Context: an optimization exercise on an open-source flow, tuned for small area. The choices shown serve that exercise and are no tape-out recipe. Where RTL was checked, it was by simulation tests only, not by an equivalence proof against the original. Power and IR drop assume default switching activity.

==> 09-04 <==
// audio_core
module audio_core(
	input clk,          
	input rst,          
	input tick,         
	input tick_1m,      
	input [15:0] accel_z,     
	input accel_valid,        
	output wire beat,   
	output [7:0] LED,   
	input PB_PLY, 	     
	input [3:0]  VOL,	  
	output P,		     
	output [3:0] SEGA,  
	output [7:0] SEGD,  
	output [7:0] BPM,   
	input [15:0] DATA,	  
	output note_req,      
	output song_end       
	);
==> module display, before the edit <==
module display(CLK, RST, BPM, PLAY, SEGA, SEGD);
	input 			CLK;		 
	input 			RST;		 
	input [7:0]		BPM;		 
	input 		  PLAY;		 
	output [3:0] 	SEGA; 		 
	output [7:0] 	SEGD; 		    
	wire [11:0] BCD;
	reg [3:0]			CURRENT_DIG; 
	byte_to_BCD btb_blk (BPM, BCD);
	bcdtoseg seg_disp_blk (CURRENT_DIG, SEGD[7:1]);
	assign SEGD[0] = 1;
	reg [14:0] wave;
	reg [1:0]  quart;
	wire qend = (wave == 15'h18CA);
	wire last = qend & (&quart);            
	wire [1:0] q = quart + {1'b0, qend};
	reg play_d, held;
	assign SEGA = held ? 4'b0111 :
	              (quart == 2'd0) ? {3'b111, play_d} :
	              (quart == 2'd1) ? 4'b1101 :
	              (quart == 2'd2) ? 4'b1011 : 4'b0111;
	always @(posedge CLK) begin
		if (RST) begin
			wave <= 15'h0001;
			quart <= 2'd0;
			play_d <= 1'b1;
			held <= 1'b0;
			CURRENT_DIG <= 4'h0;
		end else begin
			wave <= qend ? 15'h0001 : {wave[13:0], wave[14] ^ wave[13]};
			quart <= q;
			play_d <= PLAY;
			held <= last;
			if (!last) begin
				case (q)
					2'd0:    CURRENT_DIG <= PLAY ? 4'h0 : 4'hF;
					2'd1:    CURRENT_DIG <= BCD[11:8];
					2'd2:    CURRENT_DIG <= BCD[7:4];
					default: CURRENT_DIG <= BCD[3:0];
				endcase
			end
		end
	end
endmodule
==> flow/config.mk <==
export PLATFORM = sky130hd
export DESIGN_NAME = audio_core
export DESIGN_NICKNAME = audio_core
export VERILOG_FILES = /design/flow/design.v
export SDC_FILE = /design/flow/constraint.sdc
export NUM_CORES = 4
export LEC_CHECK = 0
export CAP_MARGIN = 10
export CORE_MARGIN = 2
export CORE_UTILIZATION = 35
export CTS_BUF_LIST = sky130_fd_sc_hd__clkbuf_4 sky130_fd_sc_hd__clkbuf_8
export GPL_TIMING_DRIVEN = 0
export PLACE_DENSITY = 0.55
export SLEW_MARGIN = 10
==> flow/constraint.sdc <==
create_clock -name core_clock -period 10.0 [get_ports {clk}]
set_input_delay 2.0000 -clock core_clock [delete_from_list [all_inputs] [get_ports {clk}]]
set_output_delay 2.0000 -clock core_clock [all_outputs]
set_load 0.01 [all_outputs]
standard.sh (not shown) runs the stock make flow with config.mk's settings and CLKGATE_MAP_FILE= SYNTH_SCRIPT=/design/flow/synth_recipe.tcl, a recipe that flattens the netlist after the stock synthesis.
==> flow/flow/run.sh <==
#!/bin/bash
# The standard layout (standard.sh) with these changes:
#  - synthesis: Yosys's abc step, which maps the logic between the registers
#    to cells, runs flow/area.abc (ABC's area-oriented mapping with area
#    recovery) instead of ORFS's script, and adders are not first cut out into
#    half/full-adder cells (ADDER_MAP_FILE empty), so that ABC maps them with
#    the rest. The synthesis is otherwise synth_recipe.tcl as it is, so the
#    registers, their names and their cells are the standard synthesis's.
#  - the buffers synthesis puts between a net and each further output port it
#    drives (insbuf) are buf_1 rather than buf_4 (MIN_BUF_CELL_AND_PORTS).
#  - placement: every input and output port still gets a buffer, but a buf_1
#    (BUFFER_PORTS_ARGS) rather than the delay buffer buffer_ports picks.
#  - clock tree: no dummy loads (CTS_ARGS: the standard arguments and the
#    buffer list, with -dont_use_dummy_load).
# Every other step is the standard one. Make's output goes to flow_make.log,
# each step's log to orfs/logs/.
set -euo pipefail
W=$(pwd)
F=$W/flow
# synthesis script: an abc wrapper put in front of synth_recipe.tcl
{
	echo "proc abc {args} {"
	echo "  set i [lsearch -exact \$args -script]"
	echo "  if {\$i >= 0} { lset args [expr {\$i + 1}] {$F/area.abc} }"
	echo "  yosys abc {*}\$args"
	echo "}"
	cat "$W/synth_recipe.tcl"
} > "$W/area_synth.tcl"
# standard.sh with the synthesis script replaced and the extra settings
EXTRA="ADDER_MAP_FILE= 'BUFFER_PORTS_ARGS=-buffer_cell sky130_fd_sc_hd__buf_1' 'MIN_BUF_CELL_AND_PORTS=sky130_fd_sc_hd__buf_1 A X'"
sed "s#SYNTH_SCRIPT=[^ ]*#SYNTH_SCRIPT=$W/area_synth.tcl $EXTRA#" "$W/standard.sh" > "$W/area_standard.sh"
grep -q "SYNTH_SCRIPT=$W/area_synth.tcl ADDER_MAP_FILE=" "$W/area_standard.sh"
export CTS_ARGS="-sink_clustering_enable -repair_clock_nets -buf_list {sky130_fd_sc_hd__clkbuf_4 sky130_fd_sc_hd__clkbuf_8} -dont_use_dummy_load"
bash "$W/area_standard.sh" "${@:-finish}" > "$W/flow_make.log" 2>&1
==> flow/flow/area.abc <==
strash
&get -n
&fraig -x
&put
dc2
strash
&get -n
&deepsyn -T 100
&dch -f
&nf -R 1000
&put
strash
&get -n
&dch -f
&nf -R 1000
&put
==> inputs of 11-23, as changes to 09-04 <==
--- a/flow/design.v
+++ b/flow/design.v
@@ -925,47 +925,42 @@
 endmodule
 module display(CLK, RST, BPM, PLAY, SEGA, SEGD);
 	input 			CLK;		 
 	input 			RST;		 
 	input [7:0]		BPM;		 
 	input 		  PLAY;		 
-	output [3:0] 	SEGA; 		 
+	output reg [3:0] 	SEGA; 		 
 	output [7:0] 	SEGD; 		    
 	wire [11:0] BCD;
 	reg [3:0]			CURRENT_DIG; 
 	byte_to_BCD btb_blk (BPM, BCD);
 	bcdtoseg seg_disp_blk (CURRENT_DIG, SEGD[7:1]);
 	assign SEGD[0] = 1;
 	reg [14:0] wave;
 	reg [1:0]  quart;
 	wire qend = (wave == 15'h18CA);
 	wire last = qend & (&quart);            
 	wire [1:0] q = quart + {1'b0, qend};
-	reg play_d, held;
-	assign SEGA = held ? 4'b0111 :
-	              (quart == 2'd0) ? {3'b111, play_d} :
-	              (quart == 2'd1) ? 4'b1101 :
-	              (quart == 2'd2) ? 4'b1011 : 4'b0111;
 	always @(posedge CLK) begin
 		if (RST) begin
 			wave <= 15'h0001;
 			quart <= 2'd0;
-			play_d <= 1'b1;
-			held <= 1'b0;
+			SEGA <= 4'b1111;
 			CURRENT_DIG <= 4'h0;
 		end else begin
 			wave <= qend ? 15'h0001 : {wave[13:0], wave[14] ^ wave[13]};
 			quart <= q;
-			play_d <= PLAY;
-			held <= last;
 			if (!last) begin
 				case (q)
-					2'd0:    CURRENT_DIG <= PLAY ? 4'h0 : 4'hF;
-					2'd1:    CURRENT_DIG <= BCD[11:8];
-					2'd2:    CURRENT_DIG <= BCD[7:4];
-					default: CURRENT_DIG <= BCD[3:0];
+					2'd0: begin
+						SEGA <= PLAY ? 4'b1111 : 4'b1110;
+						CURRENT_DIG <= PLAY ? 4'h0 : 4'hF;
+					end
+					2'd1: begin SEGA <= 4'b1101; CURRENT_DIG <= BCD[11:8]; end
+					2'd2: begin SEGA <= 4'b1011; CURRENT_DIG <= BCD[7:4]; end
+					default: begin SEGA <= 4'b0111; CURRENT_DIG <= BCD[3:0]; end
 				endcase
 			end
 		end
 	end
 endmodule
 `timescale 1ns / 1ps
==> flow/flow/run.sh (replaced) <==
#!/bin/bash
# The standard layout (standard.sh) with these changes:
#  - synthesis: Yosys's abc step, which maps the logic between the registers
#    to cells, runs flow/area.abc (ABC's area-oriented mapping with area
#    recovery) instead of ORFS's script, and adders are not first cut out into
#    half/full-adder cells (ADDER_MAP_FILE empty), so that ABC maps them with
#    the rest. The synthesis is otherwise synth_recipe.tcl as it is, so the
#    registers, their names and their cells are the standard synthesis's.
#  - placement: every input and output port still gets a buffer, but a buf_1
#    (BUFFER_PORTS_ARGS) rather than the delay buffer buffer_ports picks.
#  - clock tree: no dummy loads (CTS_ARGS: the standard arguments and the
#    buffer list, with -dont_use_dummy_load).
# Every other step is the standard one. Make's output goes to flow_make.log,
# each step's log to orfs/logs/.
set -euo pipefail
W=$(pwd)
F=$W/flow
# synthesis script: an abc wrapper put in front of synth_recipe.tcl
{
	echo "proc abc {args} {"
	echo "  set i [lsearch -exact \$args -script]"
	echo "  if {\$i >= 0} { lset args [expr {\$i + 1}] {$F/area.abc} }"
	echo "  yosys abc {*}\$args"
	echo "}"
	cat "$W/synth_recipe.tcl"
} > "$W/area_synth.tcl"
# standard.sh with the synthesis script replaced and the extra settings
EXTRA="ADDER_MAP_FILE= 'BUFFER_PORTS_ARGS=-buffer_cell sky130_fd_sc_hd__buf_1'"
sed "s#SYNTH_SCRIPT=[^ ]*#SYNTH_SCRIPT=$W/area_synth.tcl $EXTRA#" "$W/standard.sh" > "$W/area_standard.sh"
grep -q "SYNTH_SCRIPT=$W/area_synth.tcl ADDER_MAP_FILE=" "$W/area_standard.sh"
export CTS_ARGS="-sink_clustering_enable -repair_clock_nets -buf_list {sky130_fd_sc_hd__clkbuf_4 sky130_fd_sc_hd__clkbuf_8} -dont_use_dummy_load"
bash "$W/area_standard.sh" "${@:-finish}" > "$W/flow_make.log" 2>&1
==> inputs of 01-10, as changes to 09-04 <==
--- a/flow/design.v
+++ b/flow/design.v
@@ -1,24 +1,24 @@
 module bpm_from_interval(input [7:0] b, output reg [12:0] reload);
 	always @(*) begin
 		case (b)
-			8'd0: reload = 13'd6453;
-			8'd1: reload = 13'd6453;
-			8'd2: reload = 13'd6453;
-			8'd3: reload = 13'd6453;
-			8'd4: reload = 13'd6453;
-			8'd5: reload = 13'd6453;
-			8'd6: reload = 13'd6453;
-			8'd7: reload = 13'd6453;
-			8'd8: reload = 13'd6453;
-			8'd9: reload = 13'd6453;
-			8'd10: reload = 13'd6453;
-			8'd11: reload = 13'd6453;
-			8'd12: reload = 13'd6453;
-			8'd13: reload = 13'd6453;
-			8'd14: reload = 13'd6453;
+			8'd0: reload = 13'd7842;
+			8'd1: reload = 13'd7842;
+			8'd2: reload = 13'd7842;
+			8'd3: reload = 13'd7842;
+			8'd4: reload = 13'd7842;
+			8'd5: reload = 13'd7842;
+			8'd6: reload = 13'd7842;
+			8'd7: reload = 13'd7842;
+			8'd8: reload = 13'd7842;
+			8'd9: reload = 13'd7842;
+			8'd10: reload = 13'd7842;
+			8'd11: reload = 13'd7842;
+			8'd12: reload = 13'd7842;
+			8'd13: reload = 13'd7842;
+			8'd14: reload = 13'd7842;
 			8'd15: reload = 13'd6453;
 			8'd16: reload = 13'd6453;
 			8'd17: reload = 13'd6453;
 			8'd18: reload = 13'd6453;
 			8'd19: reload = 13'd6453;
 			8'd20: reload = 13'd6453;
@@ -925,49 +925,54 @@
 endmodule
 module display(CLK, RST, BPM, PLAY, SEGA, SEGD);
 	input 			CLK;		 
 	input 			RST;		 
 	input [7:0]		BPM;		 
 	input 		  PLAY;		 
-	output [3:0] 	SEGA; 		 
+	output reg [3:0] 	SEGA; 		 
 	output [7:0] 	SEGD; 		    
 	wire [11:0] BCD;
 	reg [3:0]			CURRENT_DIG; 
 	byte_to_BCD btb_blk (BPM, BCD);
 	bcdtoseg seg_disp_blk (CURRENT_DIG, SEGD[7:1]);
 	assign SEGD[0] = 1;
-	reg [14:0] wave;
-	reg [1:0]  quart;
-	wire qend = (wave == 15'h18CA);
-	wire last = qend & (&quart);            
-	wire [1:0] q = quart + {1'b0, qend};
-	reg play_d, held;
-	assign SEGA = held ? 4'b0111 :
-	              (quart == 2'd0) ? {3'b111, play_d} :
-	              (quart == 2'd1) ? 4'b1101 :
-	              (quart == 2'd2) ? 4'b1011 : 4'b0111;
+	reg [16:0] wave;
+	wire at_0     = (wave == 17'h00001);    
+	wire at_24999 = (wave == 17'h0A094);
+	wire at_49999 = (wave == 17'h0E622);
+	wire at_74999 = (wave == 17'h01E56);
+	wire at_99999 = (wave == 17'h0FCBC);    
+	reg [1:0] q;
+	always @(*) begin
+		if (at_0)           q = 2'd0;
+		else if (at_24999)  q = 2'd1;
+		else if (at_49999)  q = 2'd2;
+		else if (at_74999)  q = 2'd3;
+		else if (!SEGA[1])  q = 2'd1;
+		else if (!SEGA[2])  q = 2'd2;
+		else if (!SEGA[3])  q = 2'd3;
+		else                q = 2'd0;
+	end
 	always @(posedge CLK) begin
 		if (RST) begin
-			wave <= 15'h0001;
-			quart <= 2'd0;
-			play_d <= 1'b1;
-			held <= 1'b0;
+			wave <= 17'h00001;
+			SEGA <= 4'b1111;
 			CURRENT_DIG <= 4'h0;
+		end else if (at_99999) begin
+			wave <= 17'h00001;
 		end else begin
-			wave <= qend ? 15'h0001 : {wave[13:0], wave[14] ^ wave[13]};
-			quart <= q;
-			play_d <= PLAY;
-			held <= last;
-			if (!last) begin
-				case (q)
-					2'd0:    CURRENT_DIG <= PLAY ? 4'h0 : 4'hF;
-					2'd1:    CURRENT_DIG <= BCD[11:8];
-					2'd2:    CURRENT_DIG <= BCD[7:4];
-					default: CURRENT_DIG <= BCD[3:0];
-				endcase
-			end
+			wave <= {wave[15:0], wave[16] ^ wave[13]};
+			case (q)
+				2'd0: begin
+					SEGA <= PLAY ? 4'b1111 : 4'b1110;
+					CURRENT_DIG <= PLAY ? 4'h0 : 4'hF;
+				end
+				2'd1: begin SEGA <= 4'b1101; CURRENT_DIG <= BCD[11:8]; end
+				2'd2: begin SEGA <= 4'b1011; CURRENT_DIG <= BCD[7:4]; end
+				default: begin SEGA <= 4'b0111; CURRENT_DIG <= BCD[3:0]; end
+			endcase
 		end
 	end
 endmodule
 `timescale 1ns / 1ps
 module double_thermometer(
 	input clk,
==> flow/flow/run.sh (replaced) <==
#!/bin/bash
# The standard layout (standard.sh) with these changes:
#  - synthesis: Yosys's abc step, which maps the logic between the registers
#    to cells, runs flow/area.abc (ABC's area-oriented mapping with area
#    recovery) instead of ORFS's script, and adders are not first cut out into
#    half/full-adder cells (ADDER_MAP_FILE empty), so that ABC maps them with
#    the rest. The synthesis is otherwise synth_recipe.tcl as it is, so the
#    registers, their names and their cells are the standard synthesis's.
#  - placement: every input and output port still gets a buffer, but a buf_1
#    (BUFFER_PORTS_ARGS) rather than the delay buffer buffer_ports picks.
#  - clock tree: no dummy loads (CTS_ARGS: the standard arguments and the
#    buffer list, with -dont_use_dummy_load).
# Every other step is the standard one. Make's output goes to flow_make.log,
# each step's log to orfs/logs/.
set -euo pipefail
W=$(pwd)
F=$W/flow
# synthesis script: an abc wrapper put in front of synth_recipe.tcl
{
	echo "proc abc {args} {"
	echo "  set i [lsearch -exact \$args -script]"
	echo "  if {\$i >= 0} { lset args [expr {\$i + 1}] {$F/area.abc} }"
	echo "  yosys abc {*}\$args"
	echo "}"
	cat "$W/synth_recipe.tcl"
} > "$W/area_synth.tcl"
# standard.sh with the synthesis script replaced and the extra settings
EXTRA="ADDER_MAP_FILE= 'BUFFER_PORTS_ARGS=-buffer_cell sky130_fd_sc_hd__buf_1'"
sed "s#SYNTH_SCRIPT=[^ ]*#SYNTH_SCRIPT=$W/area_synth.tcl $EXTRA#" "$W/standard.sh" > "$W/area_standard.sh"
grep -q "SYNTH_SCRIPT=$W/area_synth.tcl ADDER_MAP_FILE=" "$W/area_standard.sh"
export CTS_ARGS="-sink_clustering_enable -repair_clock_nets -buf_list {sky130_fd_sc_hd__clkbuf_4 sky130_fd_sc_hd__clkbuf_8} -dont_use_dummy_load"
bash "$W/area_standard.sh" "${@:-finish}" > "$W/flow_make.log" 2>&1
==> flow/flow/area.abc (replaced) <==
strash
&get -n
&fraig -x
&put
dc2
strash
&get -n
&deepsyn -T 100
&dch -f
&nf -R 1000
&put
==> flow/config.mk (replaced) <==
export PLATFORM = sky130hd
export DESIGN_NAME = audio_core
export DESIGN_NICKNAME = audio_core
export VERILOG_FILES = /design/flow/design.v
export SDC_FILE = /design/flow/constraint.sdc
export NUM_CORES = 4
export LEC_CHECK = 0
export CAP_MARGIN = 20
export CORE_MARGIN = 2
export CORE_UTILIZATION = 35
export CTS_BUF_LIST = sky130_fd_sc_hd__clkbuf_4 sky130_fd_sc_hd__clkbuf_8
export GPL_TIMING_DRIVEN = 0
export PLACE_DENSITY = 0.55
export SLEW_MARGIN = 20
==> qor summary <==
metric	09-04	01-10	11-23
Status	timing/DRC/antenna clean	timing/DRC/antenna clean	timing/DRC/antenna clean
Cell area after placement	12400 um^2	12900 um^2	12500 um^2
Post_cts resized	8	1	0
Setup WS post-layout	0.665 ns	0.928 ns	0.924 ns
Share of the synthesized area in compound gates (AO/OA/AOI/OAI)	28.6%	29.4%	29.8%
Initial cell density of the core	35.4%	35.3%	35.4%
Part of the total power dissipated in combinational logic	64.4%	33.2%	15.6%
Final core area utilization	39.6%	39.8%	39.5%
Worst hold path endpoint	disp_blk.wave[2]$_SDFF_PP0_	timing_ctrl_blk.DONE$_SDFFE_PP0P_	tone_blk.pwm_block.cnt[6]$_SDFF_PP0_
Buffers & Inverters on Critical Path	1	3	1
CP max FO	9	12	7
Number of global-route vias before repair	11.6k	12.1k	11.6k
Final sequential cell count	159	161	161
Area fraction of clock buffers and clock inverters	1.83%	1.76%	1.83%
Reported net switching power	1.52 mW	0.582 mW	0.341 mW
Relative slew slack	19.9%	23.8%	15.2%
Ratio of cells with drive above 1 in the final layout	3.16%	3.62%	2.79%
Storage cell area	3230 um^2	3260 um^2	3260 um^2
Routability-driven placement congestion ratio	0.968	0.988	0.969
Share of the synthesized area in the top cell type	27.0%	26.7%	27.4%
For 09-04 and 01-10, only the layout was checked, not whether the RTL still works.

[port drivers added, routing unchanged]
In the flow no input, the clock included, has a driving cell. The finished layouts below were timed again as built, in two steps.
Step 1 assumes that a clkbuf_16 drives the clock port and a buf_2 every other input.
Step 2 times the ports against the registers' clock, not the clock port: input delays grow and output delays shrink by t, the midpoint of the rising clock arrivals with the driver on.
a / b / c = ideal ports / drivers / drivers and shift; a / b = the first two.
run	t, ns	setup slack, ns	hold WS [ns]
09-04	0.474	0.665 / 0.665 / 0.665	0.449 / 0.449 / 0.449
11-23	0.490	0.924 / 0.924 / 0.924	0.438 / 0.438 / 0.438
01-10	0.494	0.928 / 0.928 / 0.928	0.445 / 0.445 / 0.445
After both steps setup and hold are still met in every run listed.
